Background: an optimization exercise with open tools, aiming at small area. Do not read the settings as production practice. At most, simulation tests tie the RTL to the original design; equivalence was not proved. For run 1, only the layout was checked, not whether the RTL still works.

==> flow/design.v, too long to show whole: its modules and the start of the top module <==
// module FA: 4 lines
// module HA: 4 lines
// module MX: 3 lines
// module SIGMOID: 476 lines
// module GE13: 13 lines
// module ARGMAX: 28 lines
// module LSTM_HEAD: 2541 lines
module LSTM_HEAD (
    input  wire        clk,
    input  wire        rst,
    input  wire        valid,
    input  wire [13:0] h_1,
    input  wire [13:0] h_2,
    input  wire [13:0] h_3,
    input  wire [13:0] h_4,
    input  wire [13:0] h_5,
    output reg  [1:0]  OUTX,
    output wire [13:0] SCORE_1,
    output wire [13:0] SCORE_2,
    output wire [13:0] SCORE_3,
    output wire [13:0] SCORE_4
);
  // ...
==> flow/flow/run.sh <==
#!/bin/bash
# Own layout flow: the standard flow (standard.sh), with three changes in how
# the layout is made:
#  - Yosys's ABC maps the combinational logic for area (strash; dch; map -a)
#    instead of for speed; registers are mapped before ABC runs, so they keep
#    the standard synthesis's names and cells;
#  - the port buffers are sky130_fd_sc_hd__buf_1 cells;
#  - clock tree synthesis inserts no dummy loads.
set -euo pipefail
here=$(pwd)
rm -rf "$here/scripts_area"
mkdir -p "$here/scripts_area"
cp -r "$FLOW_HOME/scripts/." "$here/scripts_area/"
cp "$here/flow/abc_area.script" "$here/scripts_area/abc_area.script"
bash standard.sh finish ABC_AREA=1 SCRIPTS_DIR="$here/scripts_area" \
  "BUFFER_PORTS_ARGS=-buffer_cell sky130_fd_sc_hd__buf_1" \
  "CTS_ARGS=-sink_clustering_enable -repair_clock_nets -buf_list sky130_fd_sc_hd__clkbuf_8 -sink_clustering_max_diameter 60 -dont_use_dummy_load" \
  > "$here/orfs_make.log" 2>&1 || { tail -50 "$here/orfs_make.log"; exit 1; }
tail -5 "$here/orfs_make.log"
==> flow/flow/abc_area.script <==
strash
dch
map -a
==> flow/standard.sh <==
#!/bin/bash
# synth_recipe.tcl (not shown) runs the flow's synth.tcl, then flattens the netlist and writes it again
# the make line also repeats each setting of config.mk as NAME=value (left out here)
make -C /OpenROAD-flow-scripts/flow DESIGN_CONFIG=/design/flow/config.mk WORK_HOME=/design/flow/orfs CLKGATE_MAP_FILE= SYNTH_SCRIPT=/design/flow/synth_recipe.tcl "${@:-finish}"
==> flow/config.mk <==
export PLATFORM = sky130hd
export DESIGN_NAME = LSTM_HEAD
export DESIGN_NICKNAME = LSTM_HEAD
export VERILOG_FILES = /design/flow/design.v
export SDC_FILE = /design/flow/constraint.sdc
export NUM_CORES = 4
export LEC_CHECK = 0
export ABC_AREA = 1
export CAP_MARGIN = 20
export CORE_MARGIN = 2
export CORE_UTILIZATION = 50
export SLEW_MARGIN = 20
export SYNTH_HIERARCHICAL = 1
export SYNTH_MINIMUM_KEEP_SIZE = 0
==> flow/constraint.sdc <==
create_clock -name core_clock -period 20.0 [get_ports {clk}]
set_input_delay 4.0000 -clock core_clock [delete_from_list [all_inputs] [get_ports {clk}]]
set_output_delay 4.0000 -clock core_clock [all_outputs]
set_load 0.01 [all_outputs]
==> impl_metrics.ini, run 1 <==
[logic_synthesis]
synth_cells = 2922
synth_most_common_cell = fa_1
synth_seq_cells = 154
synth_edf_count = 0

[placed_design]
placed_area_um2 = 34500

[outcome]
status = complete, no violations

[setup_path]
r2r_end = z1_1[11]
crit_path_max_incr_delay_ns = 0.58
cpMostUsedCell = fa_1
reg2reg_depth = 43

[sta]
post-route-period-util_pct = 85.4
slew_viol_final = 0
clock_skew_ns = 0.0367
rsz0062_at_grt = no
finalSetupViolations = 0

[global_route]
grt_use_total_pct = 32.7
grt_pass1_vias = 26600
antenna_found_initial = 1
grt_max_degree = 81

[drt]
maxUsedRoutingLayer = met5
drc = 0
num_vias = 24100

[cells_and_area]
flops_and_latches = 154
design_area_um2 = 34800
seq_share_pct = 11.3

[clock_tree]
cts_htree_levels = 4
==> module SIGMOID, before the edit <==
module SIGMOID #(parameter [13:0] M = 14'd0) (
    input  wire [13:0] y,    
    output wire [11:0] s
);
wire [13:0] o = y ^ M;
wire neg = o[13];
wire [12:0] x = o[12:0] ^ {13{neg}};
reg [8:0] st;
reg [21:0] kt;
always @(*) begin
    case ({a12, a11, a10, a9, a8, a7})
        6'd0: begin st = 9'd256; kt = 22'd524800; end
        6'd1: begin st = 9'd254; kt = 22'd557312; end
        6'd2: begin st = 9'd250; kt = 22'd589824; end
        6'd3: begin st = 9'd244; kt = 22'd621568; end
        6'd4: begin st = 9'd237; kt = 22'd653312; end
        6'd5: begin st = 9'd228; kt = 22'd684032; end
        6'd6: begin st = 9'd218; kt = 22'd712704; end
        6'd7: begin st = 9'd207; kt = 22'd740992; end
        6'd8: begin st = 9'd195; kt = 22'd766464; end
        6'd9: begin st = 9'd183; kt = 22'd791936; end
        6'd10: begin st = 9'd171; kt = 22'd815360; end
        6'd11: begin st = 9'd159; kt = 22'd837760; end
        6'd12: begin st = 9'd147; kt = 22'd858112; end
        6'd13: begin st = 9'd135; kt = 22'd876416; end
        6'd14: begin st = 9'd124; kt = 22'd894464; end
        6'd15: begin st = 9'd113; kt = 22'd909696; end
        6'd16: begin st = 9'd103; kt = 22'd925184; end
        6'd17: begin st = 9'd93; kt = 22'd937088; end
        6'd18: begin st = 9'd84; kt = 22'd948736; end
        6'd19: begin st = 9'd76; kt = 22'd960512; end
        6'd20: begin st = 9'd68; kt = 22'd969216; end
        6'd21: begin st = 9'd61; kt = 22'd977536; end
        6'd22: begin st = 9'd55; kt = 22'd986880; end
        6'd23: begin st = 9'd49; kt = 22'd993664; end
        6'd24: begin st = 9'd44; kt = 22'd999936; end
        6'd25: begin st = 9'd39; kt = 22'd1004928; end
        6'd26: begin st = 9'd35; kt = 22'd1010944; end
        6'd27: begin st = 9'd31; kt = 22'd1014912; end
        6'd28: begin st = 9'd27; kt = 22'd1016832; end
        6'd29: begin st = 9'd24; kt = 22'd1020416; end
        6'd30: begin st = 9'd22; kt = 22'd1026048; end
        6'd31: begin st = 9'd19; kt = 22'd1027200; end
        6'd32: begin st = 9'd17; kt = 22'd1029632; end
        6'd33: begin st = 9'd15; kt = 22'd1031552; end
        6'd34: begin st = 9'd13; kt = 22'd1032960; end
        6'd35: begin st = 9'd12; kt = 22'd1036288; end
        6'd36: begin st = 9'd10; kt = 22'd1035776; end
        6'd37: begin st = 9'd9; kt = 22'd1037440; end
        6'd38: begin st = 9'd8; kt = 22'd1038848; end
        6'd39: begin st = 9'd7; kt = 22'd1040000; end
        6'd40: begin st = 9'd6; kt = 22'd1039872; end
        6'd41: begin st = 9'd6; kt = 22'd1044736; end
        6'd42: begin st = 9'd5; kt = 22'd1043200; end
        6'd43: begin st = 9'd4; kt = 22'd1042432; end
        6'd44: begin st = 9'd4; kt = 22'd1044992; end
        6'd45: begin st = 9'd3; kt = 22'd1042944; end
        6'd46: begin st = 9'd3; kt = 22'd1045248; end
        6'd47: begin st = 9'd3; kt = 22'd1048064; end
        6'd48: begin st = 9'd2; kt = 22'd1043968; end
        6'd49: begin st = 9'd2; kt = 22'd1046016; end
        6'd50: begin st = 9'd2; kt = 22'd1047552; end
        6'd51: begin st = 9'd2; kt = 22'd1050112; end
        6'd52: begin st = 9'd1; kt = 22'd1044480; end
        6'd53: begin st = 9'd1; kt = 22'd1046016; end
        6'd54: begin st = 9'd1; kt = 22'd1047040; end
        6'd55: begin st = 9'd1; kt = 22'd1048064; end
        6'd56: begin st = 9'd1; kt = 22'd1049088; end
        6'd57: begin st = 9'd1; kt = 22'd1050112; end
        6'd58: begin st = 9'd1; kt = 22'd1050112; end
        6'd59: begin st = 9'd1; kt = 22'd1051136; end
        6'd60: begin st = 9'd1; kt = 22'd1051648; end
        6'd61: begin st = 9'd0; kt = 22'd1044992; end
        6'd62: begin st = 9'd0; kt = 22'd1044992; end
        6'd63: begin st = 9'd0; kt = 22'd1044992; end
        default: begin st = 9'd0; kt = 22'd0; end
    endcase
end
wire [21:0] ktn = ~kt;
wire a0;
wire c1;
wire a1;
wire c2;
wire a2;
wire c3;
wire a3;
wire c4;
wire a4;
wire c5;
wire a5;
wire c6;
wire a6;
wire c7;
wire a7;
wire c8;
wire a8;
wire c9;
wire a9;
wire c10;
wire a10;
wire c11;
wire a11;
wire c12;
wire a12;
wire c13;
wire pp0_0;
wire pp0_1;
wire pp0_2;
wire pp0_3;
wire pp0_4;
wire pp0_5;
wire pp0_6;
wire pp0_7;
wire pp0_8;
wire pp1_0;
wire pp1_1;
wire pp1_2;
wire pp1_3;
wire pp1_4;
wire pp1_5;
wire pp1_6;
wire pp1_7;
wire pp1_8;
wire pp2_0;
wire pp2_1;
wire pp2_2;
wire pp2_3;
wire pp2_4;
wire pp2_5;
wire pp2_6;
wire pp2_7;
wire pp2_8;
wire pp3_0;
wire pp3_1;
wire pp3_2;
wire pp3_3;
wire pp3_4;
wire pp3_5;
wire pp3_6;
wire pp3_7;
wire pp3_8;
wire pp4_0;
wire pp4_1;
wire pp4_2;
wire pp4_3;
wire pp4_4;
wire pp4_5;
wire pp4_6;
wire pp4_7;
wire pp4_8;
wire pp5_0;
wire pp5_1;
wire pp5_2;
wire pp5_3;
wire pp5_4;
wire pp5_5;
wire pp5_6;
wire pp5_7;
wire pp5_8;
wire pp6_0;
wire pp6_1;
wire pp6_2;
wire pp6_3;
wire pp6_4;
wire pp6_5;
wire pp6_6;
wire pp6_7;
wire pp6_8;
wire n0;
wire n1;
wire n2;
wire n3;
wire n4;
wire n5;
wire n6;
wire n7;
wire n8;
wire n9;
wire n10;
wire n11;
wire n12;
wire n13;
wire n14;
wire n15;
wire n16;
wire n17;
wire n18;
wire n19;
wire n20;
wire n21;
wire n22;
wire n23;
wire n24;
wire n25;
wire n26;
wire n27;
wire n28;
wire n29;
wire n30;
wire n31;
wire n32;
wire n33;
wire n34;
wire n35;
wire n36;
wire n37;
wire n38;
wire n39;
wire n40;
wire n41;
wire n42;
wire n43;
wire n44;
wire n45;
wire n46;
wire n47;
wire n48;
wire n49;
wire n50;
wire n51;
wire n52;
wire n53;
wire n54;
wire n55;
wire n56;
wire n57;
wire n58;
wire n59;
wire n60;
wire n61;
wire n62;
wire n63;
wire n64;
wire n65;
wire n66;
wire n67;
wire n68;
wire n69;
wire n70;
wire n71;
wire n72;
wire n73;
wire n74;
wire n75;
wire n76;
wire n77;
wire n78;
wire n79;
wire n80;
wire n81;
wire n82;
wire n83;
wire n84;
wire n85;
wire n86;
wire n87;
wire n88;
wire n89;
wire n90;
wire n91;
wire n92;
wire n93;
wire n94;
wire n95;
wire n96;
wire n97;
wire n98;
wire n99;
wire n100;
wire n101;
wire n102;
wire n103;
wire n104;
wire n105;
wire n106;
wire n107;
wire n108;
wire n109;
wire n110;
wire n111;
wire n112;
wire n113;
wire n114;
wire n115;
wire n116;
wire n117;
wire n118;
wire n119;
wire n120;
wire n121;
wire n122;
wire n123;
wire n124;
wire n125;
wire n126;
wire n127;
wire n128;
wire n129;
wire n130;
wire n131;
wire n132;
wire n133;
wire n134;
wire n135;
wire n136;
wire n137;
wire n138;
wire n139;
wire n140;
wire n141;
wire n142;
wire n143;
wire n144;
wire n145;
wire n146;
wire n147;
wire n148;
wire n149;
wire n150;
HA ua0 (.a(x[0]), .b(neg), .s(a0), .co(c1));
HA ua1 (.a(x[1]), .b(c1), .s(a1), .co(c2));
HA ua2 (.a(x[2]), .b(c2), .s(a2), .co(c3));
HA ua3 (.a(x[3]), .b(c3), .s(a3), .co(c4));
HA ua4 (.a(x[4]), .b(c4), .s(a4), .co(c5));
HA ua5 (.a(x[5]), .b(c5), .s(a5), .co(c6));
HA ua6 (.a(x[6]), .b(c6), .s(a6), .co(c7));
HA ua7 (.a(x[7]), .b(c7), .s(a7), .co(c8));
HA ua8 (.a(x[8]), .b(c8), .s(a8), .co(c9));
HA ua9 (.a(x[9]), .b(c9), .s(a9), .co(c10));
HA ua10 (.a(x[10]), .b(c10), .s(a10), .co(c11));
HA ua11 (.a(x[11]), .b(c11), .s(a11), .co(c12));
HA ua12 (.a(x[12]), .b(c12), .s(a12), .co(c13));
assign pp0_0 = ~(a0 & st[0]);
assign pp0_1 = ~(a0 & st[1]);
assign pp0_2 = ~(a0 & st[2]);
assign pp0_3 = ~(a0 & st[3]);
assign pp0_4 = ~(a0 & st[4]);
assign pp0_5 = ~(a0 & st[5]);
assign pp0_6 = ~(a0 & st[6]);
assign pp0_7 = ~(a0 & st[7]);
assign pp0_8 = ~(a0 & st[8]);
assign pp1_0 = ~(a1 & st[0]);
assign pp1_1 = ~(a1 & st[1]);
assign pp1_2 = ~(a1 & st[2]);
assign pp1_3 = ~(a1 & st[3]);
assign pp1_4 = ~(a1 & st[4]);
assign pp1_5 = ~(a1 & st[5]);
assign pp1_6 = ~(a1 & st[6]);
assign pp1_7 = ~(a1 & st[7]);
assign pp1_8 = ~(a1 & st[8]);
assign pp2_0 = ~(a2 & st[0]);
assign pp2_1 = ~(a2 & st[1]);
assign pp2_2 = ~(a2 & st[2]);
assign pp2_3 = ~(a2 & st[3]);
assign pp2_4 = ~(a2 & st[4]);
assign pp2_5 = ~(a2 & st[5]);
assign pp2_6 = ~(a2 & st[6]);
assign pp2_7 = ~(a2 & st[7]);
assign pp2_8 = ~(a2 & st[8]);
assign pp3_0 = ~(a3 & st[0]);
assign pp3_1 = ~(a3 & st[1]);
assign pp3_2 = ~(a3 & st[2]);
assign pp3_3 = ~(a3 & st[3]);
assign pp3_4 = ~(a3 & st[4]);
assign pp3_5 = ~(a3 & st[5]);
assign pp3_6 = ~(a3 & st[6]);
assign pp3_7 = ~(a3 & st[7]);
assign pp3_8 = ~(a3 & st[8]);
assign pp4_0 = ~(a4 & st[0]);
assign pp4_1 = ~(a4 & st[1]);
assign pp4_2 = ~(a4 & st[2]);
assign pp4_3 = ~(a4 & st[3]);
assign pp4_4 = ~(a4 & st[4]);
assign pp4_5 = ~(a4 & st[5]);
assign pp4_6 = ~(a4 & st[6]);
assign pp4_7 = ~(a4 & st[7]);
assign pp4_8 = ~(a4 & st[8]);
assign pp5_0 = ~(a5 & st[0]);
assign pp5_1 = ~(a5 & st[1]);
assign pp5_2 = ~(a5 & st[2]);
assign pp5_3 = ~(a5 & st[3]);
assign pp5_4 = ~(a5 & st[4]);
assign pp5_5 = ~(a5 & st[5]);
assign pp5_6 = ~(a5 & st[6]);
assign pp5_7 = ~(a5 & st[7]);
assign pp5_8 = ~(a5 & st[8]);
assign pp6_0 = ~(a6 & st[0]);
assign pp6_1 = ~(a6 & st[1]);
assign pp6_2 = ~(a6 & st[2]);
assign pp6_3 = ~(a6 & st[3]);
assign pp6_4 = ~(a6 & st[4]);
assign pp6_5 = ~(a6 & st[5]);
assign pp6_6 = ~(a6 & st[6]);
assign pp6_7 = ~(a6 & st[7]);
assign pp6_8 = ~(a6 & st[8]);
assign n0 = pp0_0 & neg;
FA un1 (.a(pp0_1), .b(pp1_0), .c(n0), .s(n1), .co(n2));
FA un3 (.a(pp0_2), .b(pp1_1), .c(pp2_0), .s(n3), .co(n4));
FA un5 (.a(n3), .b(n2), .c(n1), .s(n5), .co(n6));
FA un7 (.a(pp0_3), .b(pp1_2), .c(pp2_1), .s(n7), .co(n8));
FA un9 (.a(pp3_0), .b(n4), .c(n7), .s(n9), .co(n10));
FA un11 (.a(n9), .b(n6), .c(n5), .s(n11), .co(n12));
FA un13 (.a(pp0_4), .b(pp1_3), .c(pp2_2), .s(n13), .co(n14));
FA un15 (.a(pp3_1), .b(pp4_0), .c(n8), .s(n15), .co(n16));
FA un17 (.a(n13), .b(n10), .c(n15), .s(n17), .co(n18));
FA un19 (.a(n17), .b(n12), .c(n11), .s(n19), .co(n20));
FA un21 (.a(pp0_5), .b(pp1_4), .c(pp2_3), .s(n21), .co(n22));
FA un23 (.a(pp3_2), .b(pp4_1), .c(pp5_0), .s(n23), .co(n24));
FA un25 (.a(n14), .b(n21), .c(n23), .s(n25), .co(n26));
FA un27 (.a(n16), .b(n25), .c(n18), .s(n27), .co(n28));
FA un29 (.a(n27), .b(n20), .c(n19), .s(n29), .co(n30));
FA un31 (.a(pp0_6), .b(pp1_5), .c(pp2_4), .s(n31), .co(n32));
FA un33 (.a(pp3_3), .b(pp4_2), .c(pp5_1), .s(n33), .co(n34));
FA un35 (.a(pp6_0), .b(n22), .c(n24), .s(n35), .co(n36));
FA un37 (.a(n31), .b(n33), .c(n26), .s(n37), .co(n38));
FA un39 (.a(n35), .b(n37), .c(n28), .s(n39), .co(n40));
FA un41 (.a(n39), .b(n30), .c(n29), .s(n41), .co(n42));
FA un43 (.a(pp0_7), .b(pp1_6), .c(pp2_5), .s(n43), .co(n44));
FA un45 (.a(pp3_4), .b(pp4_3), .c(pp5_2), .s(n45), .co(n46));
FA un47 (.a(pp6_1), .b(ktn[7]), .c(n32), .s(n47), .co(n48));
FA un49 (.a(n34), .b(n43), .c(n45), .s(n49), .co(n50));
FA un51 (.a(n36), .b(n47), .c(n49), .s(n51), .co(n52));
FA un53 (.a(n38), .b(n51), .c(n40), .s(n53), .co(n54));
FA un55 (.a(n53), .b(n42), .c(n41), .s(n55), .co(n56));
FA un57 (.a(pp0_8), .b(pp1_7), .c(pp2_6), .s(n57), .co(n58));
FA un59 (.a(pp3_5), .b(pp4_4), .c(pp5_3), .s(n59), .co(n60));
FA un61 (.a(pp6_2), .b(ktn[8]), .c(n44), .s(n61), .co(n62));
FA un63 (.a(n46), .b(n57), .c(n59), .s(n63), .co(n64));
FA un65 (.a(n48), .b(n50), .c(n61), .s(n65), .co(n66));
FA un67 (.a(n63), .b(n52), .c(n65), .s(n67), .co(n68));
FA un69 (.a(n67), .b(n54), .c(n56), .s(n69), .co(n70));
assign n71 = n55 & n69;
FA un72 (.a(pp1_8), .b(pp2_7), .c(pp3_6), .s(n72), .co(n73));
FA un74 (.a(pp4_5), .b(pp5_4), .c(pp6_3), .s(n74), .co(n75));
FA un76 (.a(ktn[9]), .b(n58), .c(n60), .s(n76), .co(n77));
FA un78 (.a(n72), .b(n74), .c(n62), .s(n78), .co(n79));
FA un80 (.a(n64), .b(n76), .c(n66), .s(n80), .co(n81));
FA un82 (.a(n78), .b(n80), .c(n68), .s(n82), .co(n83));
FA un84 (.a(n82), .b(n70), .c(n71), .s(n84), .co(n85));
FA un86 (.a(pp2_8), .b(pp3_7), .c(pp4_6), .s(n86), .co(n87));
FA un88 (.a(pp5_5), .b(pp6_4), .c(ktn[10]), .s(n88), .co(n89));
FA un90 (.a(neg), .b(n73), .c(n75), .s(n90), .co(n91));
FA un92 (.a(n86), .b(n88), .c(n77), .s(n92), .co(n93));
FA un94 (.a(n90), .b(n79), .c(n92), .s(n94), .co(n95));
FA un96 (.a(n81), .b(n94), .c(n83), .s(n96), .co(n97));
FA un98 (.a(n96), .b(n85), .c(n84), .s(n98), .co(n99));
FA un100 (.a(pp3_8), .b(pp4_7), .c(pp5_6), .s(n100), .co(n101));
FA un102 (.a(pp6_5), .b(ktn[11]), .c(n87), .s(n102), .co(n103));
FA un104 (.a(n89), .b(n100), .c(n91), .s(n104), .co(n105));
FA un106 (.a(n102), .b(n93), .c(n104), .s(n106), .co(n107));
FA un108 (.a(n95), .b(n106), .c(n97), .s(n108), .co(n109));
HA un110 (.a(n108), .b(n99), .s(n110), .co(n111));
FA un112 (.a(pp4_8), .b(pp5_7), .c(pp6_6), .s(n112), .co(n113));
FA un114 (.a(ktn[12]), .b(n101), .c(n112), .s(n114), .co(n115));
FA un116 (.a(n103), .b(n114), .c(n105), .s(n116), .co(n117));
FA un118 (.a(n107), .b(n116), .c(n109), .s(n118), .co(n119));
HA un120 (.a(n118), .b(n111), .s(n120), .co(n121));
FA un122 (.a(pp5_8), .b(pp6_7), .c(ktn[13]), .s(n122), .co(n123));
FA un124 (.a(n113), .b(n122), .c(n115), .s(n124), .co(n125));
FA un126 (.a(n124), .b(n117), .c(n119), .s(n126), .co(n127));
HA un128 (.a(n126), .b(n121), .s(n128), .co(n129));
FA un130 (.a(pp6_8), .b(ktn[14]), .c(n123), .s(n130), .co(n131));
FA un132 (.a(n130), .b(n125), .c(n127), .s(n132), .co(n133));
HA un134 (.a(n132), .b(n129), .s(n134), .co(n135));
FA un136 (.a(ktn[15]), .b(n131), .c(n133), .s(n136), .co(n137));
HA un138 (.a(n136), .b(n135), .s(n138), .co(n139));
FA un140 (.a(ktn[16]), .b(n137), .c(n139), .s(n140), .co(n141));
FA un142 (.a(ktn[17]), .b(n141), .c(n140), .s(n142), .co(n143));
FA un144 (.a(ktn[18]), .b(n143), .c(n142), .s(n144), .co(n145));
FA un146 (.a(ktn[19]), .b(n145), .c(n144), .s(n146), .co(n147));
FA un148 (.a(ktn[20]), .b(n147), .c(n146), .s(n148), .co(n149));
assign n150 = n149 ^ n148;
wire [11:0] r = {~n150, n148, n146, n144, n142, n140, ~n138, ~n134, ~n128, ~n120, ~n110, ~n98};
wire [11:0] sx = {r[11] ^ (neg & r[10]), r[10], r[9:0] ^ {10{neg}}};
assign s = sx ^ ({12{c13}} & 12'd2048);    
endmodule
==> run 2, diff against run 1 <==
--- a/flow/design.v
+++ b/flow/design.v
@@ -21,68 +21,68 @@
 always @(*) begin
     case ({a12, a11, a10, a9, a8, a7})
-        6'd0: begin st = 9'd256; kt = 22'd524800; end
-        6'd1: begin st = 9'd254; kt = 22'd557312; end
-        6'd2: begin st = 9'd250; kt = 22'd589824; end
-        6'd3: begin st = 9'd244; kt = 22'd621568; end
-        6'd4: begin st = 9'd237; kt = 22'd653312; end
-        6'd5: begin st = 9'd228; kt = 22'd684032; end
-        6'd6: begin st = 9'd218; kt = 22'd712704; end
-        6'd7: begin st = 9'd207; kt = 22'd740992; end
-        6'd8: begin st = 9'd195; kt = 22'd766464; end
-        6'd9: begin st = 9'd183; kt = 22'd791936; end
-        6'd10: begin st = 9'd171; kt = 22'd815360; end
-        6'd11: begin st = 9'd159; kt = 22'd837760; end
-        6'd12: begin st = 9'd147; kt = 22'd858112; end
-        6'd13: begin st = 9'd135; kt = 22'd876416; end
-        6'd14: begin st = 9'd124; kt = 22'd894464; end
-        6'd15: begin st = 9'd113; kt = 22'd909696; end
-        6'd16: begin st = 9'd103; kt = 22'd925184; end
-        6'd17: begin st = 9'd93; kt = 22'd937088; end
-        6'd18: begin st = 9'd84; kt = 22'd948736; end
-        6'd19: begin st = 9'd76; kt = 22'd960512; end
-        6'd20: begin st = 9'd68; kt = 22'd969216; end
-        6'd21: begin st = 9'd61; kt = 22'd977536; end
-        6'd22: begin st = 9'd55; kt = 22'd986880; end
-        6'd23: begin st = 9'd49; kt = 22'd993664; end
-        6'd24: begin st = 9'd44; kt = 22'd999936; end
-        6'd25: begin st = 9'd39; kt = 22'd1004928; end
-        6'd26: begin st = 9'd35; kt = 22'd1010944; end
-        6'd27: begin st = 9'd31; kt = 22'd1014912; end
-        6'd28: begin st = 9'd27; kt = 22'd1016832; end
-        6'd29: begin st = 9'd24; kt = 22'd1020416; end
-        6'd30: begin st = 9'd22; kt = 22'd1026048; end
-        6'd31: begin st = 9'd19; kt = 22'd1027200; end
-        6'd32: begin st = 9'd17; kt = 22'd1029632; end
-        6'd33: begin st = 9'd15; kt = 22'd1031552; end
-        6'd34: begin st = 9'd13; kt = 22'd1032960; end
-        6'd35: begin st = 9'd12; kt = 22'd1036288; end
-        6'd36: begin st = 9'd10; kt = 22'd1035776; end
-        6'd37: begin st = 9'd9; kt = 22'd1037440; end
-        6'd38: begin st = 9'd8; kt = 22'd1038848; end
-        6'd39: begin st = 9'd7; kt = 22'd1040000; end
-        6'd40: begin st = 9'd6; kt = 22'd1039872; end
-        6'd41: begin st = 9'd6; kt = 22'd1044736; end
-        6'd42: begin st = 9'd5; kt = 22'd1043200; end
-        6'd43: begin st = 9'd4; kt = 22'd1042432; end
-        6'd44: begin st = 9'd4; kt = 22'd1044992; end
-        6'd45: begin st = 9'd3; kt = 22'd1042944; end
-        6'd46: begin st = 9'd3; kt = 22'd1045248; end
-        6'd47: begin st = 9'd3; kt = 22'd1048064; end
-        6'd48: begin st = 9'd2; kt = 22'd1043968; end
-        6'd49: begin st = 9'd2; kt = 22'd1046016; end
-        6'd50: begin st = 9'd2; kt = 22'd1047552; end
-        6'd51: begin st = 9'd2; kt = 22'd1050112; end
-        6'd52: begin st = 9'd1; kt = 22'd1044480; end
-        6'd53: begin st = 9'd1; kt = 22'd1046016; end
-        6'd54: begin st = 9'd1; kt = 22'd1047040; end
-        6'd55: begin st = 9'd1; kt = 22'd1048064; end
-        6'd56: begin st = 9'd1; kt = 22'd1049088; end
-        6'd57: begin st = 9'd1; kt = 22'd1050112; end
-        6'd58: begin st = 9'd1; kt = 22'd1050112; end
-        6'd59: begin st = 9'd1; kt = 22'd1051136; end
-        6'd60: begin st = 9'd1; kt = 22'd1051648; end
-        6'd61: begin st = 9'd0; kt = 22'd1044992; end
-        6'd62: begin st = 9'd0; kt = 22'd1044992; end
-        6'd63: begin st = 9'd0; kt = 22'd1044992; end
+        6'd0: begin st = 9'd256; kt = 22'd512; end
+        6'd1: begin st = 9'd254; kt = 22'd33024; end
+        6'd2: begin st = 9'd250; kt = 22'd65536; end
+        6'd3: begin st = 9'd244; kt = 22'd97280; end
+        6'd4: begin st = 9'd237; kt = 22'd129024; end
+        6'd5: begin st = 9'd228; kt = 22'd159744; end
+        6'd6: begin st = 9'd218; kt = 22'd188416; end
+        6'd7: begin st = 9'd207; kt = 22'd216704; end
+        6'd8: begin st = 9'd195; kt = 22'd242176; end
+        6'd9: begin st = 9'd183; kt = 22'd267648; end
+        6'd10: begin st = 9'd171; kt = 22'd291072; end
+        6'd11: begin st = 9'd159; kt = 22'd313472; end
+        6'd12: begin st = 9'd147; kt = 22'd333824; end
+        6'd13: begin st = 9'd135; kt = 22'd352128; end
+        6'd14: begin st = 9'd124; kt = 22'd370176; end
+        6'd15: begin st = 9'd113; kt = 22'd385408; end
+        6'd16: begin st = 9'd103; kt = 22'd400896; end
+        6'd17: begin st = 9'd93; kt = 22'd412800; end
+        6'd18: begin st = 9'd84; kt = 22'd424448; end
+        6'd19: begin st = 9'd76; kt = 22'd436224; end
+        6'd20: begin st = 9'd68; kt = 22'd444928; end
+        6'd21: begin st = 9'd61; kt = 22'd453248; end
+        6'd22: begin st = 9'd55; kt = 22'd462592; end
+        6'd23: begin st = 9'd49; kt = 22'd469376; end
+        6'd24: begin st = 9'd44; kt = 22'd475648; end
+        6'd25: begin st = 9'd39; kt = 22'd480640; end
+        6'd26: begin st = 9'd35; kt = 22'd486656; end
+        6'd27: begin st = 9'd31; kt = 22'd490624; end
+        6'd28: begin st = 9'd27; kt = 22'd492544; end
+        6'd29: begin st = 9'd24; kt = 22'd496128; end
+        6'd30: begin st = 9'd22; kt = 22'd501760; end
+        6'd31: begin st = 9'd19; kt = 22'd502912; end
+        6'd32: begin st = 9'd17; kt = 22'd505344; end
+        6'd33: begin st = 9'd15; kt = 22'd507264; end
+        6'd34: begin st = 9'd13; kt = 22'd508672; end
+        6'd35: begin st = 9'd12; kt = 22'd512000; end
+        6'd36: begin st = 9'd10; kt = 22'd511488; end
+        6'd37: begin st = 9'd9; kt = 22'd513152; end
+        6'd38: begin st = 9'd8; kt = 22'd514560; end
+        6'd39: begin st = 9'd7; kt = 22'd515712; end
+        6'd40: begin st = 9'd6; kt = 22'd515584; end
+        6'd41: begin st = 9'd6; kt = 22'd520448; end
+        6'd42: begin st = 9'd5; kt = 22'd518912; end
+        6'd43: begin st = 9'd4; kt = 22'd518144; end
+        6'd44: begin st = 9'd4; kt = 22'd520704; end
+        6'd45: begin st = 9'd3; kt = 22'd518656; end
+        6'd46: begin st = 9'd3; kt = 22'd520960; end
+        6'd47: begin st = 9'd3; kt = 22'd523776; end
+        6'd48: begin st = 9'd2; kt = 22'd519680; end
+        6'd49: begin st = 9'd2; kt = 22'd521728; end
+        6'd50: begin st = 9'd2; kt = 22'd523264; end
+        6'd51: begin st = 9'd2; kt = 22'd525824; end
+        6'd52: begin st = 9'd1; kt = 22'd520192; end
+        6'd53: begin st = 9'd1; kt = 22'd521728; end
+        6'd54: begin st = 9'd1; kt = 22'd522752; end
+        6'd55: begin st = 9'd1; kt = 22'd523776; end
+        6'd56: begin st = 9'd1; kt = 22'd524800; end
+        6'd57: begin st = 9'd1; kt = 22'd525824; end
+        6'd58: begin st = 9'd1; kt = 22'd525824; end
+        6'd59: begin st = 9'd1; kt = 22'd526848; end
+        6'd60: begin st = 9'd1; kt = 22'd527360; end
+        6'd61: begin st = 9'd0; kt = 22'd520704; end
+        6'd62: begin st = 9'd0; kt = 22'd520704; end
+        6'd63: begin st = 9'd0; kt = 22'd520704; end
         default: begin st = 9'd0; kt = 22'd0; end
     endcase
@@ -326,7 +326,4 @@
 wire n146;
 wire n147;
-wire n148;
-wire n149;
-wire n150;
 HA ua0 (.a(x[0]), .b(neg), .s(a0), .co(c1));
 HA ua1 (.a(x[1]), .b(c1), .s(a1), .co(c2));
@@ -480,7 +477,5 @@
 FA un144 (.a(ktn[18]), .b(n143), .c(n142), .s(n144), .co(n145));
 FA un146 (.a(ktn[19]), .b(n145), .c(n144), .s(n146), .co(n147));
-FA un148 (.a(ktn[20]), .b(n147), .c(n146), .s(n148), .co(n149));
-assign n150 = n149 ^ n148;
-wire [11:0] r = {~n150, n148, n146, n144, n142, n140, ~n138, ~n134, ~n128, ~n120, ~n110, ~n98};
+wire [11:0] r = {~1'b1, ~n147, ~n146, n144, n142, n140, ~n138, ~n134, ~n128, ~n120, ~n110, ~n98};
 wire [11:0] sx = {r[11] ^ (neg & r[10]), r[10], r[9:0] ^ {10{neg}}};
 assign s = sx ^ ({12{c13}} & 12'd2048);    
--- a/flow/flow/run.sh
+++ b/flow/flow/run.sh
@@ -14,5 +14,5 @@
 cp "$here/flow/abc_area.script" "$here/scripts_area/abc_area.script"
 bash standard.sh finish ABC_AREA=1 SCRIPTS_DIR="$here/scripts_area" \
-  "BUFFER_PORTS_ARGS=-buffer_cell sky130_fd_sc_hd__buf_1" \
+  "BUFFER_PORTS_ARGS=-buffer_cell sky130_fd_sc_hd__buf_2" \
   "CTS_ARGS=-sink_clustering_enable -repair_clock_nets -buf_list sky130_fd_sc_hd__clkbuf_8 -sink_clustering_max_diameter 60 -dont_use_dummy_load" \
   > "$here/orfs_make.log" 2>&1 || { tail -50 "$here/orfs_make.log"; exit 1; }
==> run 2 against run 1 <==
- area after synthesis decreased by 0.41%
- critical path depth unchanged
- via count decreased by 0.34%
- final cell count decreased by 0.25%
- utilization about the same
- non-clock buffer count decreased by 13
==> impl_metrics.ini, run 2 <==
[logic_synthesis]
yosysSeqAreaShare_pct = 12.0
yosysTopAreaCell = fa_1
netlist_area_um2 = 32600
synth_edf_count = 0
synth_seq_cells = 154
yosys-top-cells-count = fa_1 (893), clkinv_1 (365), nand2_1 (349)
synth_warnings = 11
synth_cells = 2920
synth_cell_types = 39
synth_top_area_share_pct = 54.9
syn_nets = 4033
synth_most_common_cell = fa_1
async_flop_share_pct = 100
syn_avg_cell_area_um2 = 11.2
synth_ff_type = dfrtp_1
synth_area_leaders = fa_1 (55%), dfrtp_1 (8.1%), ha_1 (5.6%)

[setup_path]
cp_slowest_cell = fa_1
endpoint_kind = flip-flop
cp.arrival_ns = 17.36
cp_top_family = adder cells
critPathRequiredTime_ns = 20.46
cpMostUsedCell = fa_1
cp_num_buf_inv = 2
cp-start-kind = input port
cp_max_fo = 7
crit_path_max_incr_delay_ns = 0.57
path_class = in2reg

[drt]
wirelength_um = 107000
viasPerCell = 6.09
drc = 0
num_vias = 24100
first_pass_iters = 5
drtIter0Drc = 2305
wl_per_cell_um = 27.0
ant_nets = 0

[clock_tree]
clock_latency_ns = 0.55
clock_path_buffers = 2
clock-root-buffer = clkbuf_8
cts.sinks = 154
post_cts_buffers = 0
cts_buffers = 17
tritoncts = built
cts_resized = 0
cts_htree_levels = 4
cts_hold_buffers = 0
path_clk_slew_ns = 0.10

[sta]
slew_viol_final = 0
final-hold-violation-count = 0
setup_slack_ns = 3.10
relSlewSlack_pct = 25.1
clock_skew_ns = 0.0422
post-route-period-util_pct = 84.5
rsz0062_at_grt = no
finalSetupViolations = 0
tightestPinTransition_ns = 1.12
min_period_ns = 16.90
fin_tns_setup_ns = 0
fmax_mhz = 59.2

[flow_run]
drv_cap = 0

[outcome]
status = complete, no violations

[global_route]
grt_pass1_wl_um = 165000
grt_max_degree = 88
grt_pass1_vias = 26700
grt_overflow_total = 0
grt_use_total_pct = 33.4
antenna_found_initial = 2

[floorplan]
start_util_pct = 50.5
die_width_um = 259
rows = 93
die_y_um = 259
dieArea_um2 = 67200
io_pins = 131
core_area_um2 = 64500

[placed_design]
pre_cts_ws_ns = 2.58
portBuffers = 130
gp_congestion = 1.01
hpwl_um = 90700

[cells_and_area]
drive_above_1_share_pct = 9.57
regArea_um2 = 3920
final_common_cell = fa_1
multi_input_area_um2 = 27300
mostFrequentLayoutCells = fa_1 (893), clkinv_1 (365), nand2_1 (349), nor2_1 (253), ha_1 (147)
areaGrowthSynthToFinish_pct = 6.69
nets = 4209
fill_cells = 5746

[hold_path]
min_path_type = reg2reg
run 2: changes by cell type after synthesis, moves of 4 or more:
cell      delta
a31oi_1      +6
o311ai_0     -6
o32ai_1      -6
fa_1         -4
o21ai_0     -10
buf_4        -4
o31ai_1      +9
nand2_1      +4
a211oi_1     +5
xnor2_1      -4
clkinv_1     +5
run 2: final timing paths:
kind	start	endpoint	slack [ns]	cells after the start
max reg2reg	y_1[13]	z1_1[11]	5.62	40
max	h_4[0]	y_3[13]	3.10	36
max in group asynchronous	rst	z1_2[5]	15.13	2
min reg2reg	z1_4[8]	z2_4[8]	0.33	0
min	z1_4[8]	z2_4[8]	0.33	0
min in group asynchronous	rst	z1_3[9]	3.48	1
run 2: through the flow:
step | cells | hold slack [ns] | cell area (um2) | util (%)
6_report | 3950 | 0.333 | 34700 | 53.9
3_5_place_dp | 3932 | 0.335 | 34500 | 53.5
2_1_floorplan | 2920 | 0.331 | 32600 | -
4_1_cts | 3949 | 0.331 | 34700 | 53.9
3_3_place_gp | 3932 | 0.332 | 34500 | 53.5
5_1_grt | 3950 | 0.332 | 34700 | 53.9
run 2: cell type report:
type | instances | share of cell area, %
tap | 855 | 3.08
inverter | 365 | 3.94
antenna | 1 | 0.00720
timing repair buffer | 161 | 2.56
multi-input combinational | 2397 | 78.5
sequential | 154 | 11.3
clock buffer | 17 | 0.673
run 2: per-module statistics from Yosys (local to each module, per instance), a selection:
module / copies in the design / cells / flops+latches
LSTM_HEAD: 1 / 428 / 154
ARGMAX: 1 / 52 / 0
FA: 893 / 1 / 0
MX: 56 / 1 / 0
GE13: 9 / 18 / 0
HA: 100 / 1 / 0
run 2: per-layer routing:
layer  share of wire [%]  GRT usage [%]  vias up
met5                   0              0        -
met4                 2.7           9.00        0
met3                 9.1           8.24      165
met2                  47           53.6     1224
met1                  41           45.7    12700
li1                    -              -     9975
run 2: logic make-up (layout without fill, tap and decap cells):
family / count (synthesis) / in the layout / share of synthesized area, %
fa+ha+maj: 1040 / 1040 / 60.5
simple gates: 685 / 685 / 8.34
compound gates: 497 / 497 / 9.67
buf+inv: 369 / 543 / 4.30
flops: 154 / 154 / 12.0
xor+xnor: 119 / 119 / 3.20
mux: 56 / 56 / 1.94
other cells: 0 / 1 / 0
==> run 3, diff against run 2 <==
--- a/flow/flow/run.sh
+++ b/flow/flow/run.sh
@@ -14,5 +14,5 @@
 cp "$here/flow/abc_area.script" "$here/scripts_area/abc_area.script"
 bash standard.sh finish ABC_AREA=1 SCRIPTS_DIR="$here/scripts_area" \
-  "BUFFER_PORTS_ARGS=-buffer_cell sky130_fd_sc_hd__buf_2" \
+  "BUFFER_PORTS_ARGS=-buffer_cell sky130_fd_sc_hd__buf_4" \
   "CTS_ARGS=-sink_clustering_enable -repair_clock_nets -buf_list sky130_fd_sc_hd__clkbuf_8 -sink_clustering_max_diameter 60 -dont_use_dummy_load" \
   > "$here/orfs_make.log" 2>&1 || { tail -50 "$here/orfs_make.log"; exit 1; }
==> run 3 against run 2 <==
- clock-buffer cell count is the same
- routed wire length is 0.33% higher
- die area stayed put
- maximum frequency rose by 0.42%
- critical path type unchanged
- highest routed layer unchanged
==> impl_metrics.ini, run 3 <==
[clock_tree]
cts_htree_levels = 4
clock-root-buffer = clkbuf_8
cts_resized = 0
clock_latency_ns = 0.52
path_clk_slew_ns = 0.08
clock_path_buffers = 2
post_cts_buffers = 0
cts.sinks = 154
cts_buffers = 17
cts_hold_buffers = 0
tritoncts = built

[setup_path]
r2r_end = z1_3[11]
critPathRequiredTime_ns = 20.45
crit_path_max_incr_delay_ns = 0.63
cp.arrival_ns = 17.28
cp_slowest_cell = fa_1
ff2ff_setup_slack_ns = 5.12
path_class = in2reg
cpMostUsedCell = fa_1
endpoint_kind = flip-flop
reg2reg_depth = 41
r2r-start = y_3[13]
cp_max_fo = 5
cp-start-kind = input port

[cells_and_area]
diodes = 0
drive_above_1_share_pct = 9.65
areaGrowthSynthToFinish_pct = 7.74
fill_cells = 5726
design_area_um2 = 35100
fin_util_pct = 54.4
stdcell_count = 3953
mostFrequentLayoutCells = fa_1 (893), clkinv_1 (365), nand2_1 (349), nor2_1 (253), buf_4 (163)
nets = 4213
final_common_cell = fa_1

[floorplan]
io_pins = 131
core_area_um2 = 64500
die_width_um = 259
start_util_pct = 50.5
rows = 93
die_y_um = 259
dieArea_um2 = 67200

[drt]
num_vias = 24200
wl_per_cell_um = 27.1
drtIter0Drc = 2197
drc = 0
viasPerCell = 6.11
ant_nets = 0
wirelength_um = 107000
first_pass_iters = 6

[hold_path]
min-delay-start = z1_4[3]
holdPathStages = 0
min_path_type = reg2reg
hold_path_end = z2_4[3]

[global_route]
antenna_found_initial = 0
grt_use_total_pct = 33.6
grt_pass1_wl_um = 167000
grt_max_degree = 90
grt_overflow_total = 0
grt_pass1_vias = 27000

[logic_synthesis]
yosys-top-cells-count = fa_1 (893), clkinv_1 (365), nand2_1 (349)
async_flop_share_pct = 100
synth_cell_types = 39
synth_top_area_share_pct = 54.9
synth_seq_cells = 154
yosysSeqAreaShare_pct = 12.0
netlist_area_um2 = 32600
synth_ff_type = dfrtp_1
synth_most_common_cell = fa_1
synth_cells = 2920
synth_edf_count = 0
synth_area_leaders = fa_1 (55%), dfrtp_1 (8.1%), ha_1 (5.6%)
syn_nets = 4033
yosysTopAreaCell = fa_1
synth_warnings = 11
syn_avg_cell_area_um2 = 11.2

[placed_design]
placed_area_um2 = 34800
dp.cells = 3935
pre_cts_ws_ns = 2.69
portBuffers = 130
gp_congestion = 1.05
hpwl_um = 91400

[sta]
setup_slack_ns = 3.17
post-route-period-util_pct = 84.1
relSlewSlack_pct = 29.9
clock_skew_ns = 0.0358
min_period_ns = 16.83
slew_viol_final = 0
fin_tns_setup_ns = 0
final-hold-violation-count = 0
tightestPinTransition_ns = 1.05
rsz0062_at_grt = no
fmax_mhz = 59.4
finalSetupViolations = 0

[outcome]
status = complete, no violations

[flow_run]
drv_cap = 0
==> run 3: worst max path at each step <==
stage,start,endpoint,cells past startpoint,slack [ns]
after global routing,h_4[0],y_3[13],36,2.81
after floorplan,h_3[0],y_3[13],35,3.41
after global placement,h_3[0],y_3[13],36,2.79
after CTS,h_3[0],y_3[13],36,3.25
after detailed placement,h_3[0],y_3[13],36,2.69
final,h_3[0],y_3[13],36,3.17
==> run 3: per-module statistics from Yosys (local to each module, per instance), excerpt <==
| module | copies in the design | cells |
|---|---|---|
| FA | 893 | 1 |
| HA | 100 | 1 |
| LSTM_HEAD | 1 | 428 |
| GE13 | 9 | 18 |
| ARGMAX | 1 | 52 |
| MX | 56 | 1 |
==> run 3: layout make-up <==
type	count	area, um2	area share (%)
clock buffer	17	234	0.667
inverter	365	1370	3.90
multi-input combinational	2397	27300	77.7
sequential	154	3920	11.2
tap	855	1070	3.05
timing repair buffer	165	1240	3.53
==> run 3: per-layer routing <==
metal / track usage (%) / part of all wire, %
met3: 7.76 / 8.8
met5: 0 / 0
met1: 43.9 / 39
met2: 54.8 / 48
met4: 12.8 / 4.2
==> run 3: per-stage QoR <==
step / hold WS [ns]
2_1_floorplan: 0.331
3_3_place_gp: 0.334
3_5_place_dp: 0.335
4_1_cts: 0.316
5_1_grt: 0.329
6_report: 0.310
==> run 3: critical path: cells and delay by family <==
kind	cells	cell delay (ns)
multiplexers	1	0.27
XOR/XNOR	2	0.33
buffers and inverters	2	0.26
adder cells (fa/ha/maj)	31	12.42
==> run 3: cell families (layout without fill, tap and decap cells) <==
group	count (synthesis)	after routing	share of synthesized area, %
mux	56	56	1.94
fa+ha+maj	1040	1040	60.5
flops	154	154	12.0
buf+inv	369	547	4.30
simple gates	685	685	8.34
compound gates	497	497	9.67
xor+xnor	119	119	3.20
==> run 4, diff against run 3 <==
--- a/flow/flow/run.sh
+++ b/flow/flow/run.sh
@@ -14,5 +14,5 @@
 cp "$here/flow/abc_area.script" "$here/scripts_area/abc_area.script"
 bash standard.sh finish ABC_AREA=1 SCRIPTS_DIR="$here/scripts_area" \
-  "BUFFER_PORTS_ARGS=-buffer_cell sky130_fd_sc_hd__buf_4" \
+  "BUFFER_PORTS_ARGS=-buffer_cell sky130_fd_sc_hd__buf_1" \
   "CTS_ARGS=-sink_clustering_enable -repair_clock_nets -buf_list sky130_fd_sc_hd__clkbuf_8 -sink_clustering_max_diameter 60 -dont_use_dummy_load" \
   > "$here/orfs_make.log" 2>&1 || { tail -50 "$here/orfs_make.log"; exit 1; }
==> run 4 against run 3 <==
- sequential cell count unchanged
- clock skew is 0.0015 ns higher
- register-to-register slack better by 0.31 ns
- critical endpoint unchanged
- final cell count rose by 0.58%
- critical path type unchanged
==> impl_metrics.ini, run 4 <==
[floorplan]
start_util_pct = 50.5
die_width_um = 259
die_y_um = 259
dieArea_um2 = 67200
core_area_um2 = 64500
rows = 93
io_pins = 131

[cells_and_area]
diodes = 0
areaGrowthSynthToFinish_pct = 6.78
final_common_cell = fa_1
multi_input_area_um2 = 27300
nets = 4236
regArea_um2 = 3920
drive_above_1_share_pct = 6.25
fill_cells = 5796
mostFrequentLayoutCells = fa_1 (893), clkinv_1 (365), nand2_1 (349), nor2_1 (253), ha_1 (147)

[logic_synthesis]
synth_seq_cells = 154
synth_ff_type = dfrtp_1
synth_top_family_by_area = adder cells
yosysTopAreaCell = fa_1
synth_xor_area_share_pct = 3.20
synth_simple_gate_area_share_pct = 8.34
async_flop_share_pct = 100
syn_nets = 4033
synth_most_common_cell = fa_1
synthMuxAreaShare_pct = 1.94
synth_area_leaders = fa_1 (55%), dfrtp_1 (8.1%), ha_1 (5.6%)
synth_warnings = 11
yosysSeqAreaShare_pct = 12.0
synth_adder_area_share_pct = 60.5
synth_compound_area_share_pct = 9.67
syn_avg_cell_area_um2 = 11.2
synth_cell_types = 39
synth_edf_count = 0
synth_cells = 2920
yosys-top-cells-count = fa_1 (893), clkinv_1 (365), nand2_1 (349)
netlist_area_um2 = 32600
synth_top_area_share_pct = 54.9

[global_route]
grt.met1_usage_pct = 45.2
antenna_found_initial = 0
grt_max_degree = 61
grt_pass1_vias = 26400
grt_overflow_total = 0
grt_pass1_wl_um = 164000
grt_use_met2_pct = 52.5
grt_use_total_pct = 33.1
busiest_layer = met2
use_met3_pct = 8.32

[clock_tree]
cts_buffers = 17
tritoncts = built
post_cts_buffers = 0
cts_resized = 0
cts_htree_levels = 4
cts_hold_buffers = 0
path_clk_slew_ns = 0.09
clock_latency_ns = 0.52
cts.sinks = 154
clock-root-buffer = clkbuf_8
clock_path_buffers = 2

[sta]
rsz0062_at_grt = no
relSlewSlack_pct = 26.9
min_period_ns = 17.01
setup_slack_ns = 2.99
finalSetupViolations = 0
clock_skew_ns = 0.0373
tightestPinTransition_ns = 1.10
final-hold-violation-count = 0
slew_viol_final = 0
fin_tns_setup_ns = 0
fmax_mhz = 58.8
post-route-period-util_pct = 85.0

[setup_path]
cp_slowest_cell = fa_1
endpoint_kind = flip-flop
crit_end = y_3[13]
ff2ff_setup_slack_ns = 5.43
path_class = in2reg
cp_max_fo = 7
cp-start-kind = input port
crit_path_max_incr_delay_ns = 0.55
r2r-start = y_4[13]
cp.arrival_ns = 17.44
r2r_end = z1_4[11]
crit_start = h_4[0]
reg2reg_depth = 42
cpMostUsedCell = fa_1
critPathRequiredTime_ns = 20.43

[drt]
ant_nets = 0
num_vias = 24300
wl_per_cell_um = 26.7
viasPerCell = 6.10
wirelength_um = 106000
drc = 0
drtIter0Drc = 2156
first_pass_iters = 6

[placed_design]
gp_congestion = 1.02
portBuffers = 130
pre_cts_ws_ns = 2.53
hpwl_um = 90000

[outcome]
status = complete, no violations

[hold_path]
min_path_type = reg2reg
holdPathStages = 0

[flow_run]
drv_cap = 0
[run 4: cell families (layout without fill, tap and decap cells)]
kind of cell | Yosys count | after routing
fa+ha+maj | 1040 | 1040
simple gates | 685 | 685
compound gates | 497 | 497
buf+inv | 369 | 570
flops | 154 | 154
xor+xnor | 119 | 119
mux | 56 | 56
[run 4: critical path: cells and delay by family]
kind	cells	cell delay, ns
xor gates and xnor gates	2	0.33
adders and majority gates	31	12.49
buffers and inverters	2	0.35
muxes	1	0.26
[run 4: worst min-delay path by stage]
stage                     slack (ns)       end     start
final                           0.31   z2_3[5]   z1_3[5]
after global routing            0.30   z2_3[5]   z1_3[5]
after CTS                       0.31   z2_3[5]   z1_3[5]
after detailed placement        0.33   z2_1[6]   z1_1[6]
after global placement          0.33   z2_1[3]   z1_1[3]
after floorplan                 0.33  z2_1[10]  z1_1[10]
[run 4: area by class of cell]
type	instances	share of cell area, %
multi-input combinational	2397	78.4
sequential	154	11.3
inverter	365	3.94
tap	855	3.08
timing repair buffer	188	2.65
clock buffer	17	0.673
[run 4: layer usage]
metal	routed length [um]	up-vias
met3	9560	206
met2	49500	1262
met5	0	-
met4	3850	0
met1	43200	12800
li1	-	10000
[run 4: Yosys stat by module, one instance, submodules excluded, excerpt]
module | flip-flops and latches | copies in the design | area, um2 | cells inside
LSTM_HEAD | 154 | 1 | 5290 | 428
ARGMAX | 0 | 1 | 206 | 52
GE13 | 0 | 9 | 115 | 18
FA | 0 | 893 | 20.0 | 1
HA | 0 | 100 | 12.5 | 1
MX | 0 | 56 | 11.3 | 1
[run 4: metrics by stage]
step	hold WS [ns]	util [%]	std cells	cell area [um2]
after floorplan	0.331	-	2920	32600
after global placement	0.332	53.6	3957	34500
after detailed placement	0.335	53.6	3957	34500
after CTS	0.307	53.9	3974	34800
after global routing	0.297	54.0	3976	34800
final	0.308	54.0	3976	34800

## re-timing with driven ports
The results above use ideal ports. As a check the final layouts listed here were re-extracted and re-timed, cells and wires unchanged.
Step 1: set_driving_cell puts a clkbuf_16 on clk and a buf_2 on each other input, an assumption about the parent block.
Step 2 moves the port delays by t, midway between the first and last clock arrival at a register: inputs arrive t later, outputs are due t later. That takes back most of the time a late clock gives input paths.
Three values: no drivers, after step 1, after step 2; two values: the first two.
run | t (ns) | slack for setup (ns) | hold WS [ns] | latest minus earliest clock arrival (ns) | slew at the worst register clock pin (ns)
run 1 | 0.554 | 2.924 / 2.954 / 2.400 | 0.324 / 0.324 / 0.324 | 0.053 / 0.052 | 0.09 / 0.09
run 2 | 0.585 | 3.100 / 3.129 / 2.544 | 0.333 / 0.333 / 0.333 | 0.043 / 0.043 | 0.10 / 0.10
run 3 | 0.561 | 3.170 / 3.207 / 2.646 | 0.310 / 0.310 / 0.310 | 0.038 / 0.038 | 0.09 / 0.09
run 4 | 0.559 | 2.993 / 3.027 / 2.468 | 0.308 / 0.308 / 0.308 | 0.046 / 0.046 | 0.10 / 0.10
After both steps setup and hold are still met in every run listed. For run 2, which loses most, drivers alone change the setup slack by +0.029 ns; drivers and shift together by -0.556 ns.
